Background: an optimization exercise with open tools, aiming at small area, a short achievable clock period and few clock cycles per item. Do not read the settings as production practice.
No run shown here included a check of the RTL's function; only the layout flow was run.
Power is estimated from default activity; no workload was simulated.

<file path="flow/config.mk">
export PLATFORM = sky130hd
export DESIGN_NAME = axis_matmul2x2
export DESIGN_NICKNAME = axis_matmul2x2
export VERILOG_FILES = /design/flow/design.v
export SDC_FILE = /design/flow/constraint.sdc
export NUM_CORES = 4
export LEC_CHECK = 0
export CAP_MARGIN = 20
export CORE_MARGIN = 2
export CORE_UTILIZATION = 40
export PLACE_DENSITY = 0.6
export SETUP_SLACK_MARGIN = 4.5
export SLEW_MARGIN = 20
</file>
<file path="flow/constraint.sdc">
create_clock -name core_clock -period 7.5 [get_ports {clk}]
set_input_delay 1.5000 -clock core_clock [delete_from_list [all_inputs] [get_ports {clk}]]
set_output_delay 1.5000 -clock core_clock [all_outputs]
set_load 0.01 [all_outputs]
</file>
<file path="flow/design.v">
module dot4(input [3:0] a0, input [3:0] b0, input [3:0] a1, input [3:0] b1, output [8:0] y);
    wire pp0_00 = a0[0] & b0[0];
    wire pp0_01 = a0[0] & b0[1];
    wire pp0_02 = a0[0] & b0[2];
    wire pp0_03 = ~a0[0] | ~b0[3];
    wire pp0_10 = a0[1] & b0[0];
    wire pp0_11 = a0[1] & b0[1];
    wire pp0_12 = a0[1] & b0[2];
    wire pp0_13 = ~a0[1] | ~b0[3];
    wire pp0_20 = a0[2] & b0[0];
    wire pp0_21 = a0[2] & b0[1];
    wire pp0_22 = a0[2] & b0[2];
    wire pp0_23 = a0[2] & b0[3];
    wire pp0_23n = ~a0[2] | ~b0[3];
    wire pp0_30 = ~a0[3] | ~b0[0];
    wire pp0_31 = ~a0[3] | ~b0[1];
    wire pp0_32 = ~a0[3] | ~b0[2];
    wire pp0_33 = a0[3] & b0[3];
    wire pp1_00 = a1[0] & b1[0];
    wire pp1_01 = a1[0] & b1[1];
    wire pp1_02 = a1[0] & b1[2];
    wire pp1_03 = ~a1[0] | ~b1[3];
    wire pp1_10 = a1[1] & b1[0];
    wire pp1_11 = a1[1] & b1[1];
    wire pp1_12 = a1[1] & b1[2];
    wire pp1_13 = ~a1[1] | ~b1[3];
    wire pp1_20 = a1[2] & b1[0];
    wire pp1_21 = a1[2] & b1[1];
    wire pp1_22 = a1[2] & b1[2];
    wire pp1_23 = ~a1[2] | ~b1[3];
    wire pp1_30 = ~a1[3] | ~b1[0];
    wire pp1_31 = ~a1[3] | ~b1[1];
    wire pp1_32 = ~a1[3] | ~b1[2];
    wire pp1_33 = a1[3] & b1[3];
    wire s1 = pp0_03 ^ pp0_12 ^ pp0_21;
    wire c2 = (pp0_03 & pp0_12) | (pp0_03 & pp0_21) | (pp0_12 & pp0_21);
    wire s3 = pp0_13 ^ pp0_22;
    wire c4 = pp0_13 & pp0_22;
    wire s5 = pp0_02 ^ pp0_11 ^ pp0_20;
    wire c6 = (pp0_02 & pp0_11) | (pp0_02 & pp0_20) | (pp0_11 & pp0_20);
    wire s7 = s1 ^ pp0_30 ^ pp1_03;
    wire c8 = (s1 & pp0_30) | (s1 & pp1_03) | (pp0_30 & pp1_03);
    wire s9 = pp1_12 ^ pp1_21;
    wire c10 = pp1_12 & pp1_21;
    wire s11 = s3 ^ pp0_31 ^ pp1_13;
    wire c12 = (s3 & pp0_31) | (s3 & pp1_13) | (pp0_31 & pp1_13);
    wire s13 = pp1_22 ^ pp1_31 ^ c2;
    wire c14 = (pp1_22 & pp1_31) | (pp1_22 & c2) | (pp1_31 & c2);
    wire s15 = pp0_23 ^ pp0_32 ^ pp1_23;
    wire c16 = (pp0_23 & pp0_32) | (pp0_23 & pp1_23) | (pp0_32 & pp1_23);
    wire s17 = pp1_32 ^ c4;
    wire c18 = pp1_32 & c4;
    wire s19 = pp0_23n ^ pp0_33;
    wire c20 = pp0_23n & pp0_33;
    wire s21 = pp0_01 ^ pp0_10;
    wire c22 = pp0_01 & pp0_10;
    wire s23 = s5 ^ pp1_02 ^ pp1_11;
    wire c24 = (s5 & pp1_02) | (s5 & pp1_11) | (pp1_02 & pp1_11);
    wire s25 = s7 ^ s9 ^ pp1_30;
    wire c26 = (s7 & s9) | (s7 & pp1_30) | (s9 & pp1_30);
    wire s27 = s11 ^ s13 ^ c8;
    wire c28 = (s11 & s13) | (s11 & c8) | (s13 & c8);
    wire s29 = s15 ^ s17 ^ c12;
    wire c30 = (s15 & s17) | (s15 & c12) | (s17 & c12);
    wire s31 = s19 ^ pp1_33 ^ c16;
    wire c32 = (s19 & pp1_33) | (s19 & c16) | (pp1_33 & c16);
    wire s33 = s21 ^ pp1_01;
    wire c34 = s21 & pp1_01;
    wire s35 = s23 ^ pp1_20 ^ c22;
    wire c36 = (s23 & pp1_20) | (s23 & c22) | (pp1_20 & c22);
    wire s37 = s25 ^ c6 ^ c24;
    wire c38 = (s25 & c6) | (s25 & c24) | (c6 & c24);
    wire s39 = s27 ^ c10 ^ c26;
    wire c40 = (s27 & c10) | (s27 & c26) | (c10 & c26);
    wire s41 = s29 ^ c14 ^ c28;
    wire c42 = (s29 & c14) | (s29 & c28) | (c14 & c28);
    wire s43 = s31 ^ c18 ^ c30;
    wire c44 = (s31 & c18) | (s31 & c30) | (c18 & c30);
    wire s45 = c20 ^ c32;
    wire c46 = c20 & c32;
    wire g0 = pp0_00 & pp1_00;
    wire p0 = pp0_00 | pp1_00;
    wire x0 = pp0_00 ^ pp1_00;
    wire g1 = s33 & pp1_10;
    wire p1 = s33 | pp1_10;
    wire x1 = s33 ^ pp1_10;
    wire g2 = s35 & c34;
    wire p2 = s35 | c34;
    wire x2 = s35 ^ c34;
    wire g3 = s37 & c36;
    wire p3 = s37 | c36;
    wire x3 = s37 ^ c36;
    wire g4 = s39 & c38;
    wire p4 = s39 | c38;
    wire x4 = s39 ^ c38;
    wire g5 = s41 & c40;
    wire p5 = s41 | c40;
    wire x5 = s41 ^ c40;
    wire g6 = s43 & c42;
    wire p6 = s43 | c42;
    wire x6 = s43 ^ c42;
    wire g7 = s45 & c44;
    wire p7 = s45 | c44;
    wire x7 = s45 ^ c44;
    wire G0_1 = g1 | (p1 & g0);
    wire P0_1 = p1 & p0;
    wire G0_3 = g3 | (p3 & g2);
    wire P0_3 = p3 & p2;
    wire G0_5 = g5 | (p5 & g4);
    wire P0_5 = p5 & p4;
    wire G0_7 = g7 | (p7 & g6);
    wire P0_7 = p7 & p6;
    wire G1_2 = g2 | (p2 & G0_1);
    wire P1_2 = p2 & P0_1;
    wire G1_3 = G0_3 | (P0_3 & G0_1);
    wire P1_3 = P0_3 & P0_1;
    wire G1_6 = g6 | (p6 & G0_5);
    wire P1_6 = p6 & P0_5;
    wire G1_7 = G0_7 | (P0_7 & G0_5);
    wire P1_7 = P0_7 & P0_5;
    wire G2_4 = g4 | (p4 & G1_3);
    wire P2_4 = p4 & P1_3;
    wire G2_5 = G0_5 | (P0_5 & G1_3);
    wire P2_5 = P0_5 & P1_3;
    wire G2_6 = G1_6 | (P1_6 & G1_3);
    wire P2_6 = P1_6 & P1_3;
    wire G2_7 = G1_7 | (P1_7 & G1_3);
    wire P2_7 = P1_7 & P1_3;
    wire G3_8 = 1'b0 | (c46 & G2_7);
    wire P3_8 = c46 & P2_7;
    assign y = {(~(c46 ^ G2_7)), (x7 ^ G2_6), (x6 ^ G2_5), (x5 ^ G2_4), (x4 ^ G1_3), (x3 ^ G1_2), (x2 ^ G0_1), (x1 ^ g0), (x0)};
endmodule
module axis_matmul2x2(
    input                       clk             ,
    input                       rst             ,
    input                       s_axis_tvalid   ,
    input     [31 : 0]          s_axis_tdata    ,
    input                       s_axis_tlast    ,
    output                      s_axis_tready   ,
    output                      m_axis_tvalid   ,
    output    [31 : 0]          m_axis_tdata    ,
    output                      m_axis_tlast    ,
    input                       m_axis_tready
);
    wire [3:0] ia0 = s_axis_tdata[3:0];
    wire [3:0] ia1 = s_axis_tdata[11:8];
    wire [3:0] ib0 = s_axis_tdata[19:16];
    wire [3:0] ib1 = s_axis_tdata[27:24];
    reg       hv;
    reg [3:0] h_a00, h_a10, h_b00, h_b01;
    reg       mv, mrow;
    reg [3:0] ma0, ma1, p_a01;
    reg [3:0] mb00, mb01, mb10, mb11;
    reg       ov;
    reg [8:0] oc0, oc1;
    wire out_free  = !ov || m_axis_tready;
    wire do_comp   = mv && out_free;
    wire comp_last = do_comp && !mrow;
    assign s_axis_tready = hv ? (!mv || comp_last)
                              : (!(mv && mrow) || do_comp);
    wire s_fire = s_axis_tvalid && s_axis_tready;
    wire [8:0] dot0, dot1;
    dot4 u_d0(.a0(ma0), .b0(mb00), .a1(ma1), .b1(mb10), .y(dot0));
    dot4 u_d1(.a0(ma0), .b0(mb01), .a1(ma1), .b1(mb11), .y(dot1));
    always @(posedge clk) begin
        if (rst) begin
            hv <= 1'b0;
            mv <= 1'b0;
            mrow <= 1'b0;
            ov <= 1'b0;
        end else begin
            if (do_comp)
                ov <= 1'b1;
            else if (m_axis_tready)
                ov <= 1'b0;
            if (s_fire && hv) begin
                mv <= 1'b1;
                mrow <= 1'b1;
            end else if (do_comp) begin
                mrow <= 1'b0;
                if (!mrow)
                    mv <= 1'b0;
            end
            if (s_fire)
                hv <= !hv;
        end
    end
    always @(posedge clk) begin
        if (s_fire && !hv) begin
            h_a00 <= ia0;
            h_a10 <= ia1;
            h_b00 <= ib0;
            h_b01 <= ib1;
        end
        if (s_fire && hv) begin
            ma0  <= h_a10;
            ma1  <= ia1;
            p_a01 <= ia0;
            mb00 <= h_b00;
            mb01 <= h_b01;
            mb10 <= ib0;
            mb11 <= ib1;
        end else if (do_comp && mrow) begin
            ma0 <= h_a00;
            ma1 <= p_a01;
        end
        if (do_comp) begin
            oc0 <= dot0;
            oc1 <= dot1;
        end
    end
    assign m_axis_tvalid = ov;
    assign m_axis_tlast  = ov;
    assign m_axis_tdata  = {{7{oc1[8]}}, oc1, {7{oc0[8]}}, oc0};
endmodule
</file>
<file path="flow/flow/run.sh">
#!/bin/bash
# Standard ORFS layout, with two changes:
#  - synthesis runs Yosys's synth without its internal ABC pass (SYNTH_ARGS=-noabc),
#    so the full-adder extraction sees the RTL's adder structure directly;
#    the final ABC mapping still runs as usual;
#  - every input and output port still gets its own buffer, but a buf_2
#    instead of the slow delay buffer buffer_ports picks by default.
set -euo pipefail
bash standard.sh SYNTH_ARGS=-noabc \
  "BUFFER_PORTS_ARGS=-buffer_cell sky130_fd_sc_hd__buf_2" \
  finish > make_finish.log 2>&1
</file>
<file path="flow/standard.sh">
#!/bin/bash
# synth_recipe.tcl (not shown) runs the flow's synth.tcl, then flattens the netlist and writes it again
# the make line also repeats each setting of config.mk as NAME=value (left out here)
make -C /OpenROAD-flow-scripts/flow DESIGN_CONFIG=/design/flow/config.mk WORK_HOME=/design/flow/orfs CLKGATE_MAP_FILE= SYNTH_SCRIPT=/design/flow/synth_recipe.tcl "${@:-finish}"
</file>
==> metrics.md, run 1 <==
| Metric | Value |
|---|---|
| ANT nets after route | `0` |
| Setup slack, reg-to-reg | `between 3000 and 4000 ps` |
| Syn_area_per_cell | `~13 um2` |
| Top_reg_cell synth | `edfxtp_1` |
| Outcome | `no timing/DRC/antenna violations` |
| Initial antenna violation count | `0` |
| Root buffer cell | `clkbuf_8` |
| Placed Cells | `500` |
| Cell Area, Synth | `4330 um2` |
| DR vias/cell | `between 4 and 5` |
| Clk sink count | `66` |
| Crit. End Element | `flip-flop` |
| Seq cells post-synth | `66` |
| NumNets Final | `approximately 510` |
| Final Skew | `12.6 ps` |
| Antenna cells | `0` |
| Hold Path Class | `reg2reg` |
| Post-Synthesis Net Count | `roughly 440` |
| Via count | `approximately 2500` |
| Die area | `11700 um2` |
| Met2 Routed Length | `roughly 3600 um` |
| CTS buffer count | `9` |
| DRT Pass-1 Iters | `4` |
| Die Span X | `~110 um` |
| CP startpoint | `ma0[2]` |
| Reg2reg end | `oc1[7]` |
| Met1 Wirelength | `around 3600 um` |
| Placed inst area | `4740 um2` |
| Async SR Flop Fraction | `0` |
| First-pass GRT wire length | `between 10000 and 15000 um` |
| Core Footprint | `between 10000 and 15000 um2` |
| Worst-path clk slew | `90 ps` |
| Final Hold Viols | `0` |
| DRT iter0 DRCs | `58` |
| Final Cell Area | `between 5000 and 6000 um2` |
| Initial core utilization | `0.416` |
| Site Rows | `37` |
| # Max-Cap Violations | `0` |
| Non-Filler Instances | `about 530` |
| GR Overflow Total | `0` |
| Top Layer Used | `met4` |
| Total GRT Usage | `0.142` |
| Max transition margin | `0.563` |
| Worst Path Arrival | `3950 ps` |
| Max FO, Critical Path | `5` |
| Clk Latency, worst-skew pair | `350 ps` |
| RSZ-0062 raised after global routing | `yes` |
| Reg2reg start | `ma0[2]` |
| Num ports | `between 70 and 80` |
| Least-Margin Pin Slew | `about 650 ps` |
| Final number of max-transition violations | `0` |
| Leak | `2.14 nW` |
| Critical Setup Path Class | `reg2reg` |
| Fin crit period | `approximately 3800 ps` |
| Yosys warning total | `1` |
| Netlist cell types | `32` |
| Die height | `108 um` |
| Hold Path Depth | `0` |
| Register area share after synthesis | `0.448` |
| Mapped Cells | `approximately 330` |
| Final Util | `0.508` |
| CP Data Required Time | `7610 ps` |
| Detailed-route DRC error count | `0` |
| CTS Hold Buffers Added | `0` |
| Vias in the first global route | `roughly 2500` |
| Critical Path End | `oc1[7]` |
| Port Buffers | `54` |
| Largest net degree at the start of global routing | `21` |
| Routed len/inst | `14.1 um` |
| Final Cycle Share | `0.511` |
| Post-Route Setup TNS | `0 ps` |
| Detail Placement HPWL | `around 5300 um` |
| R2r worst-path depth | `10` |
| CTS tree | `built` |
| Max Freq | `261 MHz` |
| EDFF count, synth | `62` |
| Hold slack final | `between 400 and 500 ps` |
| Met3 routed wirelength | `between 200 and 250 um` |
| Worst IR Drop VDD | `around 0.12 mV` |
| # setup viols final | `0` |
| Htree depth | `3` |
| Clk buf depth | `2` |
| Startpoint Class | `flip-flop` |
| P&R area growth vs syn | `22.1%` |
| Final WL | `roughly 7500 um` |
| Layout cell share with drive strength beyond 1 | `0.406` |
| RePlAce Congestion | `about 0.76` |
| PwrDens | `between 200 and 250 nW/um2` |
==> where the power goes <==
part	total, W	switching [W]	internal [W]
Combinational	0.000357	0.000177	0.000179
Clock	0.000310	0.000155	0.000156
Sequential	0.000449	0.0000103	0.000439
==> stage by stage <==
stage	setup slack, ps	power [W]
finish	3660	0.00112
global route	3510	0.00119
CTS	3580	0.00109
detailed placement	3450	0.000744
global placement	3470	0.000739
floorplan	3800	0.000685
==> state kept, by name, summed over array words and instances (netlist names), 4 cells and up <==
register and cells:
mb11 4, mb01 4, ma1 4, mb10 4, h_b00 4, mb00 4
h_b01 4, h_a00 4, ma0 4, p_a01 4, oc0 9, oc1 9
h_a10 4
==> worst min-delay path by stage <==
stage                    to  slack [ps]      from
floorplan           mb00[0]         400  h_b00[0]
global placement    mb00[1]         400  h_b00[1]
detailed placement  mb00[2]         400  h_b00[2]
CTS                 mb00[2]         410  h_b00[2]
global route        mb00[2]         420  h_b00[2]
finish              mb00[2]         420  h_b00[2]
==> cells in the mapped netlist, drive strengths merged (4+ instances only) <==
| master | n | area (um2) |
|---|---|---|
| dfxtp | 4 | 80.1 |
| nor2b | 9 | 63.8 |
| xor2 | 8 | 70.1 |
| o21ai | 6 | 33.8 |
| fa | 38 | 761 |
| inv | 30 | 113 |
| nand2 | 27 | 101 |
| and2 | 41 | 257 |
| nor2 | 5 | 18.8 |
| mux2 | 8 | 90.1 |
| ha | 40 | 500 |
| buf | 16 | 120 |
| edfxtp | 62 | 1860 |
| nor3 | 6 | 40.0 |
==> logic make-up after synthesis <==
group                    after synthesis  share of synthesized area
AO/OA/AOI/OAI                         18                     0.0321
XOR/XNOR                               8                     0.0162
adder cells (fa/ha/maj)               79                      0.294
buffers and inverters                 46                     0.0537
flip-flops                            66                      0.448
multiplexers                           8                     0.0208
AND/OR/NAND/NOR                      101                      0.135
==> timing repair <==
item                                    CTS  global route
gates resized for setup                  23            27
pin swaps                                34            28
buffers inserted                         12             4
cloned                                    0             0
endpoints found under the setup margin   15            35
==> cells in the final DEF, fill, tap and decap left out, drive strengths merged, types with 8 or more instances in the layout <==
master	n
buf	71
edfxtp	62
and2	41
ha	40
fa	38
inv	31
nand2	27
clkbuf	9
nor2b	9
mux2	8
xor2	8
==> area by class of cell <==
| cell class | instances | area [um2] |
|---|---|---|
| Tap cell | 136 | 170 |
| Clock inverter | 7 | 76.3 |
| Inverter | 30 | 116 |
| Clock buffer | 9 | 124 |
| Sequential cell | 66 | 1940 |
| Timing Repair Buffer | 71 | 423 |
| Fill cell | 901 | 5130 |
| Multi-Input combinational cell | 214 | 2440 |
==> worst max-delay path, cell delays in order, from the launching register on <==
cell      delay (ps)
edfxtp_1         480
and2_4           190
fa_2             450
fa_2             550
fa_2             440
fa_2             550
inv_2             50
ha_4             160
or4_4            500
o221ai_4         150
xor2_1            90
==> layer usage <==
layer  vias to the layer above  GRT usage
met2                        44      0.221
met5                         -          0
li1                       1215          -
met4                         0     0.0659
met1                      1208      0.192
met3                         8     0.0271
==> inputs of run 2 (changes only) <==
--- a/flow/design.v
+++ b/flow/design.v
@@ -102,33 +102,15 @@
     wire g7 = s45 & c44;
     wire p7 = s45 | c44;
     wire x7 = s45 ^ c44;
-    wire G0_1 = g1 | (p1 & g0);
-    wire P0_1 = p1 & p0;
-    wire G0_3 = g3 | (p3 & g2);
-    wire P0_3 = p3 & p2;
-    wire G0_5 = g5 | (p5 & g4);
-    wire P0_5 = p5 & p4;
-    wire G0_7 = g7 | (p7 & g6);
-    wire P0_7 = p7 & p6;
-    wire G1_2 = g2 | (p2 & G0_1);
-    wire P1_2 = p2 & P0_1;
-    wire G1_3 = G0_3 | (P0_3 & G0_1);
-    wire P1_3 = P0_3 & P0_1;
-    wire G1_6 = g6 | (p6 & G0_5);
-    wire P1_6 = p6 & P0_5;
-    wire G1_7 = G0_7 | (P0_7 & G0_5);
-    wire P1_7 = P0_7 & P0_5;
-    wire G2_4 = g4 | (p4 & G1_3);
-    wire P2_4 = p4 & P1_3;
-    wire G2_5 = G0_5 | (P0_5 & G1_3);
-    wire P2_5 = P0_5 & P1_3;
-    wire G2_6 = G1_6 | (P1_6 & G1_3);
-    wire P2_6 = P1_6 & P1_3;
-    wire G2_7 = G1_7 | (P1_7 & G1_3);
-    wire P2_7 = P1_7 & P1_3;
-    wire G3_8 = 1'b0 | (c46 & G2_7);
-    wire P3_8 = c46 & P2_7;
-    assign y = {(~(c46 ^ G2_7)), (x7 ^ G2_6), (x6 ^ G2_5), (x5 ^ G2_4), (x4 ^ G1_3), (x3 ^ G1_2), (x2 ^ G0_1), (x1 ^ g0), (x0)};
+    wire k1 = g0 | (p0 & 1'b0);
+    wire k2 = g1 | (p1 & k1);
+    wire k3 = g2 | (p2 & k2);
+    wire k4 = g3 | (p3 & k3);
+    wire k5 = g4 | (p4 & k4);
+    wire k6 = g5 | (p5 & k5);
+    wire k7 = g6 | (p6 & k6);
+    wire k8 = g7 | (p7 & k7);
+    assign y = {(~(c46 ^ k8)), (x7 ^ k7), (x6 ^ k6), (x5 ^ k5), (x4 ^ k4), (x3 ^ k3), (x2 ^ k2), (x1 ^ k1), (x0)};
 endmodule
 module axis_matmul2x2(
     input                       clk             ,
==> metrics.md, run 2 <==
| Metric | Value |
|---|---|
| Most frequent cells in the layout | `62 x edfxtp_1, 52 x buf_2, 34 x fa_1` |
| Fin crit period | `4700 ps (+861 ps)` |
| DRT Pass-1 Iters | `4 (unchanged)` |
| P&R area growth vs syn | `15.8%` |
| Final number of max-transition violations | `0 (unchanged)` |
| Final Hold Viols | `0 (unchanged)` |
| CTS tree | `built` |
| Final Skew | `11.6 ps (-0.941 ps)` |
| Max FO, Critical Path | `8 (+3)` |
| Reg2reg start | `ma0[1]` |
| Outcome | `no timing/DRC/antenna violations` |
| Async SR Flop Fraction | `0 (unchanged)` |
| Via count | `1916 (-23%)` |
| Syn_area_per_cell | `15.9 um2 (+20%)` |
| Post-Route Setup TNS | `0 ps (unchanged)` |
| Met3 routed wirelength | `240 um (+15%)` |
| Critical Path End | `oc0[8]` |
| Die area | `10300 um2 (-12%)` |
| Clk sink count | `66 (unchanged)` |
| Placed inst area | `4180 um2 (-12%)` |
| Antenna cells | `0 (unchanged)` |
| Cell Area, Synth | `3800 um2 (-12%)` |
| Top_reg_cell synth | `edfxtp_1` |
| Largest area contributor in the netlist | `edfxtp_1` |
| Routed len/inst | `13.6 um (-4.1%)` |
| Max Freq | `213 MHz (-18%)` |
| Site Rows | `35 (-5.4%)` |
| Hold Path Class | `reg2reg` |
| NumNets Final | `391 (-23%)` |
| Htree depth | `3 (unchanged)` |
| Placed Cells | `407 (-19%)` |
| Initial antenna violation count | `0 (unchanged)` |
| Least-Margin Pin Slew | `1050 ps (+393 ps)` |
| # Max-Cap Violations | `0 (unchanged)` |
| CTS buffer count | `9 (unchanged)` |
| Leak | `1.72 nW (-20%)` |
| RePlAce Congestion | `0.756 (-0.50%)` |
| Die height | `101 um (-6.1%)` |
| Final WL | `5780 um (-23%)` |
| Seq cells post-synth | `66 (unchanged)` |
| Final worst slack | `2800 ps (-861 ps)` |
| Critical Setup Path Class | `reg2reg` |
| GR Overflow Total | `0 (unchanged)` |
| Crit. End Element | `flip-flop` |
| Mapped Cells | `239 (-27%)` |
| Yosys warning total | `1 (unchanged)` |
| Reg2reg end | `oc0[8]` |
| Pre-CTS WS | `2770 ps (-683 ps)` |
| Num ports | `72 (unchanged)` |
| Worst Path Arrival | `4800 ps (+850 ps)` |
| EDFF count, synth | `62 (unchanged)` |
| Top cells by area, synth | `edfxtp_1 49%, fa_1 24%, and2_1 6.6%` |
| Synth top cells by count | `62 x edfxtp_1, 46 x fa_1, 40 x and2_1` |
| Worst-path clk slew | `80 ps (about the same)` |
| Synth top area share | `0.490 (+0.0599)` |
| ANT nets after route | `0 (unchanged)` |
| First-pass GRT wire length | `9520 um (-23%)` |
| Layout cell share with drive strength beyond 1 | `0.370 (-0.0352)` |
| Root buffer cell | `clkbuf_8` |
| Max transition margin | `0.295 (-0.269)` |
| Register area share after synthesis | `0.511 (+0.0624)` |
| Largest net degree at the start of global routing | `21 (unchanged)` |
| Met1 Wirelength | `2650 um (-27%)` |
| Startpoint Class | `flip-flop` |
| Top-count cell post-synth | `edfxtp_1` |
| PwrDens | `205 nW/um2 (-3.1%)` |
| Setup slack, reg-to-reg | `2800 ps (-860 ps)` |
| Detailed-route DRC error count | `0 (unchanged)` |
| Total GRT Usage | `0.125 (-0.0168)` |
| Post-Synthesis Net Count | `338 (-23%)` |
| Largest regs | `oc0 (9), oc1 (9)` |
| Top Layer Used | `met4` |
| DR vias/cell | `4.50 (-3.1%)` |
| Final Cycle Share | `0.626 (+0.115)` |
| CP startpoint | `ma0[1]` |
| Detail Placement HPWL | `4260 um (-20%)` |
| Commonest non-fill, non-tap cell in the layout | `edfxtp_1` |
| Clk Latency, worst-skew pair | `340 ps (about the same)` |
| Met2 Routed Length | `2810 um (-21%)` |
| Port Buffers | `54 (unchanged)` |
| # setup viols final | `0 (unchanged)` |
| Filler cell count | `832 (-7.7%)` |
| Vias in the first global route | `1991 (-22%)` |
| DRT iter0 DRCs | `119 (+110%)` |
| Core Footprint | `9240 um2 (-11%)` |
| Worst IR Drop VDD | `0.116 mV (-4.4%)` |
| Netlist cell types | `22 (-31%)` |
| Non-Filler Instances | `426 (-20%)` |
| R2r worst-path depth | `11 (+1)` |
| Final Cell Area | `4400 um2 (-17%)` |
| Initial core utilization | `0.411 (-0.00436)` |
| CP Data Required Time | `7600 ps (about the same)` |
| RSZ-0062 raised after global routing | `yes` |
| Clk buf depth | `2 (unchanged)` |
| Die Span X | `101 um (-6.1%)` |
-- run 2: worst min-delay path by stage --
stage              from      end  slack, ps  depth (start not counted)
6_report       h_b00[1]  mb00[1]        420                          0
2_1_floorplan  h_b00[0]  mb00[0]        400                          0
3_3_place_gp   h_b01[0]  mb01[0]        400                          0
5_1_grt        h_b00[1]  mb00[1]        430                          0
3_5_place_dp   h_b00[0]  mb00[0]        410                          0
4_1_cts        h_b01[1]  mb01[1]        410                          0
-- run 2: metal layers --
layer | GRT usage | vias to the layer above
met2 | 0.200 | 36
met4 | 0.0561 | 0
met5 | 0 | -
met3 | 0.0269 | 7
li1 | - | 907
met1 | 0.164 | 966
-- run 2: power breakdown --
part | total (W) | switching (W) | internal [W] | leakage [nW]
Clock | 0.000287 | 0.000136 | 0.000151 | 0.0874
Combinational | 0.000165 | 0.0000814 | 0.0000832 | 1.02
Sequential | 0.000449 | 0.0000111 | 0.000438 | 0.607
-- run 2: area by class of cell --
cell class                 instances  area (um2)  area share
clock inverter                     6        57.6      0.0131
tap                              129         161      0.0367
timing repair buffer              58         313      0.0711
clock buffer                      10         128      0.0290
multi-input combinational        153        1780       0.405
sequential                        66        1940       0.441
inverter                           4        15.0     0.00341
-- run 2: logic make-up (layout without fill, tap and decap cells) --
family	after synthesis	after routing	synth area share
AOI/OAI and AO/OA	9	9	0.0168
buffers and inverters	20	78	0.0365
muxes	8	8	0.0296
adders and majority gates	63	63	0.298
and+or+nand+nor	71	71	0.104
DFF	66	66	0.511
xor gates and xnor gates	2	2	0.00461
-- run 2: repair_timing --
item	4_1_cts	5_1_grt
hold buffers	0	0
pin swaps	0	1
gates resized for setup	2	2
buffers inserted	3	0
setup endpoints to repair	13	13
-- run 2: metrics by stage --
step	hold slack [ps]	util	power (W)
final	418	0.476	0.000900
after global placement	401	0.452	0.000624
after floorplan	400	-	0.000587
after CTS	415	0.476	0.000917
after global routing	425	0.476	0.000959
after detailed placement	406	0.452	0.000628
-- run 2: critical path, stage by stage (launching register included) --
cell and delay (ps):
edfxtp_1 520, and2_4 200, fa_1 530, fa_1 430
fa_1 510, fa_1 430, fa_2 350, fa_2 350
fa_2 340, fa_2 340, fa_2 340, xnor2_1 120

==> port drivers added, routing unchanged <==
How much do the figures lean on ideal ports? The routed layouts below were timed once more, with nothing changed but the port constraints.
Step 1 sets driving cells, clkbuf_16 on the clock port and buf_2 on the other inputs (assumed; they add their load-dependent delay and slew).
Step 2 times the ports against the registers' clock, not the clock port: input delays grow and output delays shrink by t, the midpoint of the rising clock arrivals with the driver on.
Three values: ideal, step 1, step 2; two values: the first two.
| run | t (ns) | setup slack, ns | clock arrival spread, ns | slew at the worst register clock pin (ns) | worst data-port slew with drivers (ns) |
|---|---|---|---|---|---|
| run 1 | 0.377 | 3.664 / 3.664 / 3.664 | 0.013 / 0.013 | 0.09 / 0.09 | 0.04 |
| run 2 | 0.363 | 2.803 / 2.803 / 2.803 | 0.011 / 0.011 | 0.08 / 0.08 | 0.04 |
After both steps setup and hold are still met in every run listed.
